Context: an optimization exercise on an open-source flow, tuned for small area and a short achievable clock period. The choices shown serve that exercise and are no tape-out recipe. At most, simulation tests tie the RTL to the original design; equivalence was not proved. The flow treats the clock pin as an ideal source. Dropping or thinning the clock tree relies on that and would not hold on a real chip.

== alpha ==
==> flow/design.v (excerpt) <==
module mul16_top(
    input clk,
    input [15:0] a,
    input [15:0] b,
    output reg [31:0] res
);
==> flow/config.mk <==
export PLATFORM = sky130hd
export DESIGN_NAME = mul16_top
export DESIGN_NICKNAME = mul16_top
export VERILOG_FILES = /design/flow/design.v
export SDC_FILE = /design/flow/constraint.sdc
export NUM_CORES = 4
export LEC_CHECK = 0
export CAP_MARGIN = 20
export CORE_MARGIN = 2
export CORE_UTILIZATION = 55
export SLEW_MARGIN = 20
export SYNTH_HIERARCHICAL = 1
==> flow/constraint.sdc <==
create_clock -name core_clock -period 22.0 [get_ports {clk}]
set_input_delay 4.4000 -clock core_clock [delete_from_list [all_inputs] [get_ports {clk}]]
set_output_delay 4.4000 -clock core_clock [all_outputs]
set_load 0.01 [all_outputs]
standard.sh (not shown) runs the stock make flow with config.mk's settings and CLKGATE_MAP_FILE= SYNTH_SCRIPT=/design/flow/synth_recipe.tcl, a recipe that flattens the netlist after the stock synthesis.
==> flow/flow/run.sh <==
#!/bin/bash
# Own layout flow: the standard ORFS flow (standard.sh), with
#  - port buffers of a small, fast buffer cell instead of the default delay buffer;
#  - the clock tree rebuilt after CTS as one level of four buffers driven by the clock
#    port (flatten_clock_core.tcl), which shortens the clock's insertion delay for all
#    registers alike;
#  - after that, and after global routing, timing repair aiming for setup slack above a
#    margin, so that the design is sized for the period it can reach rather than left at
#    minimum size by the loose clock.
# make's output goes to standard.log here; ORFS keeps each step's log in orfs/logs.
set -euo pipefail
cd "$(dirname "$0")/.."
export FLOW_DIR_OWN="$PWD/flow"
export FLOW_SETUP_MARGIN=0
export FLOW_IN_REG_CELL=sky130_fd_sc_hd__dfxtp_2
export BUFFER_PORTS_ARGS="-buffer_cell sky130_fd_sc_hd__buf_1"
export CTS_ARGS="-sink_clustering_enable -repair_clock_nets -dont_use_dummy_load -buf_list sky130_fd_sc_hd__clkbuf_8"
export POST_CTS_TCL="$PWD/flow/flatten_clock_post.tcl"
export PRE_GLOBAL_ROUTE_TCL="$PWD/flow/grt_margin.tcl"
bash standard.sh > standard.log 2>&1
==> flow/flow/flatten_clock_post.tcl <==
source $::env(FLOW_DIR_OWN)/flatten_clock_core.tcl
if {[info exists ::env(FLOW_IN_REG_CELL)] && $::env(FLOW_IN_REG_CELL) ne ""} {
  foreach inst [get_cells {a_r* b_r*}] {
    replace_cell $inst $::env(FLOW_IN_REG_CELL)
  }
}
detailed_placement
estimate_parasitics -placement
# size the design for the period it can reach: repair setup against a margin
set ::env(SETUP_SLACK_MARGIN) $::env(FLOW_SETUP_MARGIN)
repair_timing_helper
detailed_placement
check_placement -verbose
Other scripts of this flow, unchanged in this note and not shown: flow/flow/flatten_clock_core.tcl, flow/flow/grt_margin.tcl
--- input diff alpha..beta ---
--- a/flow/flow/run.sh
+++ b/flow/flow/run.sh
@@ -15 +15 @@
-export FLOW_IN_REG_CELL=sky130_fd_sc_hd__dfxtp_2
+export FLOW_IN_REG_CELL=sky130_fd_sc_hd__dfxtp_4
Notes after the runs:
A slowest library cell on the worst path of sky130_fd_sc_hd__dfxtp_1 is what beta shows, while sky130_fd_sc_hd__dfxtp_2 belongs to alpha. Compared with alpha, beta improves worst setup slack. Higher highest attainable clock frequency goes to beta over alpha. Run comparison: alpha path type of the worst setup path flip-flop to flip-flop; beta path type of the worst setup path flip-flop to primary output.
Input-level comparison between gamma and beta:
Settings: CORE_UTILIZATION now 65, was 55.
Results
Compared with beta, in gamma floorplan die width lost about 8%, clock skew after layout neither gained nor lost much, worst path buffer plus inverter count neither gained nor lost much, starting density of the core picked up an extra 9.4 points. [gamma vs beta] post-route minimum period: higher in gamma. gamma: flow completed, timing, DRC and antenna clean. Between beta and gamma, the worst setup slack for register-to-register paths figures differ only marginally. In the tables for gamma and beta, wire length of the first global-routing pass reads lower with gamma. Post-layout instance count excluding filler cells ends up higher on beta. beta -> gamma: sequential element share of the synthesized area delta 0, exact match.
In every run of this note, the design's own scripts or RTL, not TritonCTS, make the clock network.

mul16_top, a different RTL version from the one above (not shown whole).
For scale: ~820 cells after synthesis, roughly 65 I/O pins, roughly 0.0082 sq mm of cells after synthesis.
clock: 22.0 ns
lec_check: 0
cap_margin: 20
core_margin: 2
core_utilization: 40
slew_margin: 20
synth_hierarchical: 1
==> flow/flow/run.sh <==
#!/bin/bash
# Own layout flow: the standard ORFS flow (standard.sh), with
#  - port buffers of a small, fast buffer cell instead of the default delay buffer,
#  - clock tree built from one buffer type and without dummy loads.
#  - timing repair aiming for setup slack above a margin, so that the design is sized for
#    the period it can reach rather than left at minimum size by the loose clock.
# Every tool's output goes to standard.log here; ORFS keeps per-step logs in orfs/logs.
set -euo pipefail
cd "$(dirname "$0")/.."
export BUFFER_PORTS_ARGS="-buffer_cell sky130_fd_sc_hd__buf_1"
export CTS_ARGS="-sink_clustering_enable -repair_clock_nets -dont_use_dummy_load -buf_list sky130_fd_sc_hd__clkbuf_8"
export SETUP_SLACK_MARGIN=16.7
bash standard.sh > standard.log 2>&1
The starting point completed with no timing, DRC or antenna violations.
Then changed:
--- a/flow/flow/run.sh
+++ b/flow/flow/run.sh
@@ -10,4 +10,4 @@
 export BUFFER_PORTS_ARGS="-buffer_cell sky130_fd_sc_hd__buf_1"
 export CTS_ARGS="-sink_clustering_enable -repair_clock_nets -dont_use_dummy_load -buf_list sky130_fd_sc_hd__clkbuf_8"
-export SETUP_SLACK_MARGIN=16.7
+export SETUP_SLACK_MARGIN=16.85
 bash standard.sh > standard.log 2>&1
The new run went through all stages and came out clean.
First-iteration DRC count rises by about a fifth.
Utilization is higher by 1.1 points.
Final area went up by a few percent.
Count of clock-buffer cells in the layout stays the same.
Setup slack is better by 0.032 ns.
Non-clock buffer count climbs by 5.

job 104:
mul16_top, a different RTL version from the one above (not shown whole).
For scale: about 730 cells after synthesis, about 64 flip-flops, about 65 I/O pins.
Settings: LEC_CHECK=0, ABC_CLOCK_PERIOD_IN_PS=2000, CAP_MARGIN=20, CORE_MARGIN=2, CORE_UTILIZATION=40, SLEW_MARGIN=20, SYNTH_HIERARCHICAL=1; clock period 22.0 ns.
run.sh (not shown) runs the stock make flow with config.mk's settings and CLKGATE_MAP_FILE= SYNTH_SCRIPT=/design/flow/synth_recipe.tcl, a recipe that flattens the netlist after the stock synthesis.
Stock flow here: none of the scripts above is used.
Job 104 ran to completion and came out clean on the timing, DRC and antenna checks.
Input-level comparison between job 105 and job 104:
diff --git a/flow/config.mk b/flow/config.mk
--- a/flow/config.mk
+++ b/flow/config.mk
@@ -7,3 +7,3 @@
 export LEC_CHECK = 0
-export ABC_CLOCK_PERIOD_IN_PS = 2000
+export ABC_CLOCK_PERIOD_IN_PS = 1000
 export CAP_MARGIN = 20
Notes after the runs:
Hold slack delta (job 104 -> job 105): insignificant. Hold path depth: job 105 vs job 104 identical. Job 104 -> job 105: fmax delta 0, exact match. As far as data-path buffer share of cell area in the final layout goes, job 105 and job 104 are indistinguishable; the numbers are identical. Peak per-stage delay on the critical path: job 104 vs job 105, no meaningful difference. Diff job 104 -> job 105: floorplan die area ~0 delta; worst setup slack closely matched the old numbers; TritonCTS buffer count did not really move; total congestion overflow after global routing comparable.
No run of this note included a check of the RTL's function; only the layout flow was run.

mul16_top with an RTL version that a note above also has.
Size in the first run: about 820 cells after synthesis, roughly 64 flip-flops, about 65 I/O pins.
clock: 22.0 ns
lec_check: 0
cap_margin: 20
core_margin: 2
core_utilization: 55
slew_margin: 20
synth_hierarchical: 1
standard.sh (not shown) runs the stock make flow with config.mk's settings and CLKGATE_MAP_FILE= SYNTH_SCRIPT=/design/flow/synth_recipe.tcl, a recipe that flattens the netlist after the stock synthesis.
==> flow/flow/run.sh <==
#!/bin/bash
# Own layout flow: the standard ORFS flow (standard.sh), with
#  - port buffers of a small, fast buffer cell instead of the default delay buffer;
#  - the clock tree rebuilt after CTS as one level of four buffers driven by the clock
#    port (flatten_clock_core.tcl), which shortens the clock's insertion delay for all
#    registers alike;
#  - after that, and after global routing, timing repair aiming for setup slack above a
#    margin, so that the design is sized for the period it can reach rather than left at
#    minimum size by the loose clock.
# make's output goes to standard.log here; ORFS keeps each step's log in orfs/logs.
set -euo pipefail
cd "$(dirname "$0")/.."
export FLOW_DIR_OWN="$PWD/flow"
export FLOW_SETUP_MARGIN=16.85
export FLOW_IN_REG_CELL=sky130_fd_sc_hd__dfxtp_4
export BUFFER_PORTS_ARGS="-buffer_cell sky130_fd_sc_hd__buf_1"
export CTS_ARGS="-sink_clustering_enable -repair_clock_nets -dont_use_dummy_load -buf_list sky130_fd_sc_hd__clkbuf_8"
export POST_CTS_TCL="$PWD/flow/flatten_clock_post.tcl"
export PRE_GLOBAL_ROUTE_TCL="$PWD/flow/grt_margin.tcl"
bash standard.sh > standard.log 2>&1
==> flow/flow/grt_margin.tcl <==
# the global-route stage's timing repair uses the same setup margin as after CTS
set ::env(SETUP_SLACK_MARGIN) $::env(FLOW_SETUP_MARGIN)
Scripts as last shown in full above: flow/flow/flatten_clock_post.tcl
Other scripts of this flow, unchanged in this note and not shown: flow/flow/flatten_clock_core.tcl
Change:
--- a/flow/flow/run.sh
+++ b/flow/flow/run.sh
@@ -14,2 +14 @@
-export FLOW_SETUP_MARGIN=16.85
-export FLOW_IN_REG_CELL=sky130_fd_sc_hd__dfxtp_4
+export FLOW_SETUP_MARGIN=16.95
--- a/flow/flow/flatten_clock_post.tcl
+++ b/flow/flow/flatten_clock_post.tcl
@@ -2,5 +1,0 @@
-if {[info exists ::env(FLOW_IN_REG_CELL)] && $::env(FLOW_IN_REG_CELL) ne ""} {
-  foreach inst [get_cells {a_r* b_r*}] {
-    replace_cell $inst $::env(FLOW_IN_REG_CELL)
-  }
-}
Effect: Worst hold slack improves by 0.022 ns; global-route usage is higher by 0.49 points; register-to-register slack is better by 0.07 ns.
Change:
--- a/flow/flow/run.sh
+++ b/flow/flow/run.sh
@@ -14 +14 @@
-export FLOW_SETUP_MARGIN=16.95
+export FLOW_SETUP_MARGIN=0
- The new run completed without violations
- final area falls by 7.4%
- sequential share of layout area hardly moves
- cell count goes down by 4.7%
- hold slack is better by 0.19 ns
Change:
--- a/flow/flow/run.sh
+++ b/flow/flow/run.sh
@@ -14,0 +15 @@
+export FLOW_IN_REG_CELL=sky130_fd_sc_hd__dfxtp_2
--- a/flow/flow/flatten_clock_post.tcl
+++ b/flow/flow/flatten_clock_post.tcl
@@ -1,0 +2,5 @@
+if {[info exists ::env(FLOW_IN_REG_CELL)] && $::env(FLOW_IN_REG_CELL) ne ""} {
+  foreach inst [get_cells {a_r* b_r*}] {
+    replace_cell $inst $::env(FLOW_IN_REG_CELL)
+  }
+}
Outcome: Synthesized cell count stays the same; clock skew stays flat; die area is unchanged; routed wire length fell by 0.40%.
Change:
--- a/flow/flow/run.sh
+++ b/flow/flow/run.sh
@@ -14,2 +14,2 @@
-export FLOW_SETUP_MARGIN=0
-export FLOW_IN_REG_CELL=sky130_fd_sc_hd__dfxtp_2
+export FLOW_SETUP_MARGIN=16.95
+export FLOW_IN_REG_CELL=sky130_fd_sc_hd__dfxtp_4
Effect: Synthesized cell count stays the same. Critical path depth drops by 14. Setup slack is better by 0.42 ns. Sequential share of layout area drops by 0.23 points. Global-route usage climbs by 0.55 points. Hold slack is worse by 0.026 ns. Maximum frequency climbs by 8.4%. Final area climbs by 7.6%. Register-to-register slack is better by 0.47 ns. Routed wire length climbs by 5.4%.
Change:
--- a/flow/flow/run.sh
+++ b/flow/flow/run.sh
@@ -14,2 +14 @@
-export FLOW_SETUP_MARGIN=16.95
-export FLOW_IN_REG_CELL=sky130_fd_sc_hd__dfxtp_4
+export FLOW_SETUP_MARGIN=16.85
--- a/flow/flow/flatten_clock_post.tcl
+++ b/flow/flow/flatten_clock_post.tcl
@@ -2,5 +1,0 @@
-if {[info exists ::env(FLOW_IN_REG_CELL)] && $::env(FLOW_IN_REG_CELL) ne ""} {
-  foreach inst [get_cells {a_r* b_r*}] {
-    replace_cell $inst $::env(FLOW_IN_REG_CELL)
-  }
-}
Effect: The new run went through all stages and came out clean; area after synthesis does not change; routed wire length fell by 2.4%; global-route usage fell by 0.44 points.
No run of this note takes its clock network from TritonCTS; it comes from the design's own scripts or RTL.

Another version of the RTL of mul16_top (not shown whole).
Size: about 740 cells after synthesis, ~65 I/O pins, roughly 8400 um^2 of cells after synthesis.
make LEC_CHECK=0 ABC_CLOCK_PERIOD_IN_PS=1000 CAP_MARGIN=20 CORE_MARGIN=2 CORE_UTILIZATION=40 SLEW_MARGIN=20 SYNTH_HIERARCHICAL=1 finish   # period 22.0 ns
run.sh (not shown) runs the stock make flow with config.mk's settings and CLKGATE_MAP_FILE= SYNTH_SCRIPT=/design/flow/synth_recipe.tcl, a recipe that flattens the netlist after the stock synthesis.
Stock flow here: none of the scripts above is used.
Rerun with:
--- a/flow/config.mk
+++ b/flow/config.mk
@@ -8 +7,0 @@
-export ABC_CLOCK_PERIOD_IN_PS = 1000
@@ -11 +10 @@
-export CORE_UTILIZATION = 40
+export CORE_UTILIZATION = 70
After rerunning: Cell count came out lower by about 12%. Hold slack is about the same. Synthesized area is unchanged. Routed wire length drops by about 4.6%. Worst setup slack loses 0.11 ns. Design area shrinks by 2.0%. Clock-buffer cell count is higher by 2. Core utilization rises by 33 points. Synthesized cell count stays the same.

mul16_top again, from the RTL that the note above started with.
## mul16_top
module mul16_top(
    input clk,
    input [15:0] a,
    input [15:0] b,
    output reg [31:0] res
);
    reg [15:0] a_r, b_r;
    wire [31:0] p;
    multiplier u_mul(.a(a_r), .b(b_r), .res(p));
    always @(posedge clk) begin
        a_r <= a;
        b_r <= b;
        res <= p;
    end
endmodule
export LEC_CHECK = 0
export ABC_CLOCK_PERIOD_IN_PS = 2000
export CAP_MARGIN = 20
export CORE_MARGIN = 2
export CORE_UTILIZATION = 40
export SLEW_MARGIN = 20
export SYNTH_HIERARCHICAL = 1
create_clock -name core_clock -period 22.0 [get_ports {clk}]
==> next run, changes <==
Settings changed: ABC_CLOCK_PERIOD_IN_PS 2000 to unset, CORE_UTILIZATION 40 to 55.
What happened:
- global-route usage went up by 7.5 points
- hold slack gains 0.014 ns
- core utilization went up by 17 points
- routed wire length went down by a few percent
- via count went down by a few percent
==> next run, changes <==
Settings changed: CORE_UTILIZATION 55 to 40, CTS_BUF_LIST set to sky130_fd_sc_hd__clkbuf_8.
=> The new run went through all stages and came out clean; die area climbs by well over a third; global-route usage came out lower by 7.5 points; worst setup slack is worse by 0.047 ns; worst hold slack is about the same; final area stays flat; routed wire length increases by a few percent; via count is higher slightly.
==> next run, changes <==
Settings changed: CTS_BUF_LIST sky130_fd_sc_hd__clkbuf_8 to unset.
What happened:
- The changed run completed without violations
- non-clock buffer count is unchanged
- first-iteration DRC count grows by 5.1%
- maximum frequency grows by 0.57%
- synthesized cell count does not change
- global-route usage stays flat
- critical path depth is unchanged
- via count grows by 0.99%

Setup of juniper:
Another version of the RTL of mul16_top (not shown whole).
Size in the first run: ~820 cells after synthesis, ~64 flip-flops.
export LEC_CHECK = 0
export CAP_MARGIN = 20
export CORE_MARGIN = 2
export CORE_UTILIZATION = 60
export SLEW_MARGIN = 20
export SYNTH_HIERARCHICAL = 1
create_clock -name core_clock -period 22.0 [get_ports {clk}]
standard.sh (not shown) runs the stock make flow with config.mk's settings and CLKGATE_MAP_FILE= SYNTH_SCRIPT=/design/flow/synth_recipe.tcl, a recipe that flattens the netlist after the stock synthesis.
==> flow/flow/run.sh <==
#!/bin/bash
# Own layout flow: the standard ORFS flow (standard.sh), with
#  - port buffers of a small, fast buffer cell instead of the default delay buffer;
#  - the clock tree rebuilt after CTS as one level of four buffers driven by the clock
#    port (flatten_clock_core.tcl), which shortens the clock's insertion delay for all
#    registers alike;
#  - after that, and after global routing, timing repair aiming for setup slack above a
#    margin, so that the design is sized for the period it can reach rather than left at
#    minimum size by the loose clock.
# make's output goes to standard.log here; ORFS keeps each step's log in orfs/logs.
set -euo pipefail
cd "$(dirname "$0")/.."
export FLOW_DIR_OWN="$PWD/flow"
export FLOW_SETUP_MARGIN=16.93
export SETUP_MOVE_SEQUENCE=sizeup,swap
export FLOW_IN_REG_CELL=sky130_fd_sc_hd__dfxtp_4
export FLOW_CLK_LEAF_CELL=sky130_fd_sc_hd__clkbuf_8
export BUFFER_PORTS_ARGS="-buffer_cell sky130_fd_sc_hd__buf_1"
export CTS_ARGS="-sink_clustering_enable -repair_clock_nets -dont_use_dummy_load -buf_list sky130_fd_sc_hd__clkbuf_8"
export POST_CTS_TCL="$PWD/flow/flatten_clock_post.tcl"
export PRE_GLOBAL_ROUTE_TCL="$PWD/flow/grt_margin.tcl"
bash standard.sh > standard.log 2>&1
==> flow/flow/flatten_clock_post.tcl <==
source $::env(FLOW_DIR_OWN)/flatten_clock_core.tcl
if {[info exists ::env(FLOW_IN_REG_CELL)] && $::env(FLOW_IN_REG_CELL) ne ""} {
  foreach inst [get_cells {a_r* b_r*}] {
    replace_cell $inst $::env(FLOW_IN_REG_CELL)
  }
}
# optionally a stronger cell for the buffers that drive the output ports
if {[info exists ::env(FLOW_OUT_BUF_CELL)] && $::env(FLOW_OUT_BUF_CELL) ne ""} {
  foreach bt [[ord::get_db_block] getBTerms] {
    if {[$bt getIoType] ne "OUTPUT"} { continue }
    foreach it [[$bt getNet] getITerms] {
      if {[$it isOutputSignal]} {
        replace_cell [get_cells [[$it getInst] getName]] $::env(FLOW_OUT_BUF_CELL)
      }
    }
  }
}
detailed_placement
estimate_parasitics -placement
# size the design for the period it can reach: repair setup against a margin
set ::env(SETUP_SLACK_MARGIN) $::env(FLOW_SETUP_MARGIN)
repair_timing_helper
detailed_placement
check_placement -verbose
Scripts as last shown in full above: flow/flow/grt_margin.tcl
Other scripts of this flow, unchanged in this note and not shown: flow/flow/flatten_clock_core.tcl
--- input diff juniper..cedar ---
diff --git a/flow/flow/run.sh b/flow/flow/run.sh
--- a/flow/flow/run.sh
+++ b/flow/flow/run.sh
@@ -16 +16 @@
-export FLOW_IN_REG_CELL=sky130_fd_sc_hd__dfxtp_4
+export FLOW_IN_REG_CELL=
Results
Total wire length after detailed routing of cedar is on par with juniper.
cedar ends up with a first-pass detailed-route iteration total that is 2 higher than in juniper.
Post-layout instance area delta (juniper -> cedar): insignificant
Looking only at share of cell area taken by flip-flops and latches, and setting everything else aside, the higher value of juniper and cedar goes to juniper.
Height of the die: cedar vs juniper — no meaningful difference
Relative to juniper, the per-cell via count in the routed design of cedar is higher by 0.033.
Synthesized cell count came out exactly the same in juniper and cedar.
Diff cedar..juniper | worst setup slack | negligible
Function was not checked in any run of this note: the RTL went through the layout flow alone. No run of this note takes its clock network from TritonCTS; it comes from the design's own scripts or RTL.

[what the ideal ports hide]
The flow's constraints put no driver on any port. The routed layouts listed below were extracted and timed again, unchanged, in two steps.
Step 1, drivers: a clkbuf_16 drives clk and a buf_2 each remaining input, both assumed.
Step 2 also shifts input and output timing later by t, the mid clock arrival at the registers, as if the neighbouring blocks saw the same clock.
Slacks: no drivers / after step 1 / after step 2; pairs: no drivers / after step 1.
run | t (ns) | setup slack, ns | worst register clock-pin slew, ns | cell pins on the clock port's net
alpha | 0.232 | 16.811 / 16.811 / 16.811 | 0.08 / 0.08 | 4
beta | 0.231 | 16.974 / 16.882 / 16.999 | 0.08 / 0.08 | 4
gamma | 0.232 | 16.950 / 16.857 / 16.992 | 0.08 / 0.08 | 4
the first run of note 2 | 0.407 | 16.750 / 16.709 / 16.853 | 0.08 / 0.08 | 1
the second run of note 2 | 0.402 | 16.782 / 16.740 / 16.993 | 0.08 / 0.08 | 1
job 104 | 0.386 | 16.200 / 16.200 / 16.200 | 0.07 / 0.07 | 1
job 105 | 0.386 | 16.200 / 16.200 / 16.200 | 0.07 / 0.07 | 1
the first run of note 4 | 0.240 | 16.961 / 16.872 / 16.961 | 0.09 / 0.09 | 4
the second run of note 4 | 0.241 | 16.971 / 16.876 / 17.033 | 0.09 / 0.09 | 4
the third run of note 4 | 0.241 | 16.235 / 16.235 / 16.235 | 0.09 / 0.09 | 4
the fourth run of note 4 | 0.241 | 16.552 / 16.552 / 16.552 | 0.09 / 0.09 | 4
the fifth run of note 4 | 0.240 | 16.974 / 16.878 / 17.018 | 0.09 / 0.09 | 4
the sixth run of note 4 | 0.241 | 16.931 / 16.871 / 16.931 | 0.09 / 0.09 | 4
the first run of note 5 | 0.387 | 16.379 / 16.344 / 16.379 | 0.06 / 0.06 | 1
the second run of note 5 | 0.386 | 16.274 / 16.274 / 16.274 | 0.06 / 0.06 | 1
the first run of note 6 | 0.387 | 16.379 / 16.344 / 16.379 | 0.06 / 0.06 | 1
the second run of note 6 | 0.390 | 16.394 / 16.350 / 16.403 | 0.07 / 0.07 | 1
the third run of note 6 | 0.425 | 16.347 / 16.306 / 16.347 | 0.09 / 0.09 | 1
the fourth run of note 6 | 0.387 | 16.379 / 16.344 / 16.379 | 0.06 / 0.06 | 1
juniper | 0.232 | 16.965 / 16.893 / 16.984 | 0.12 / 0.12 | 4
cedar | 0.233 | 16.963 / 16.891 / 16.970 | 0.12 / 0.12 | 4
After both steps every run listed still meets setup and hold.
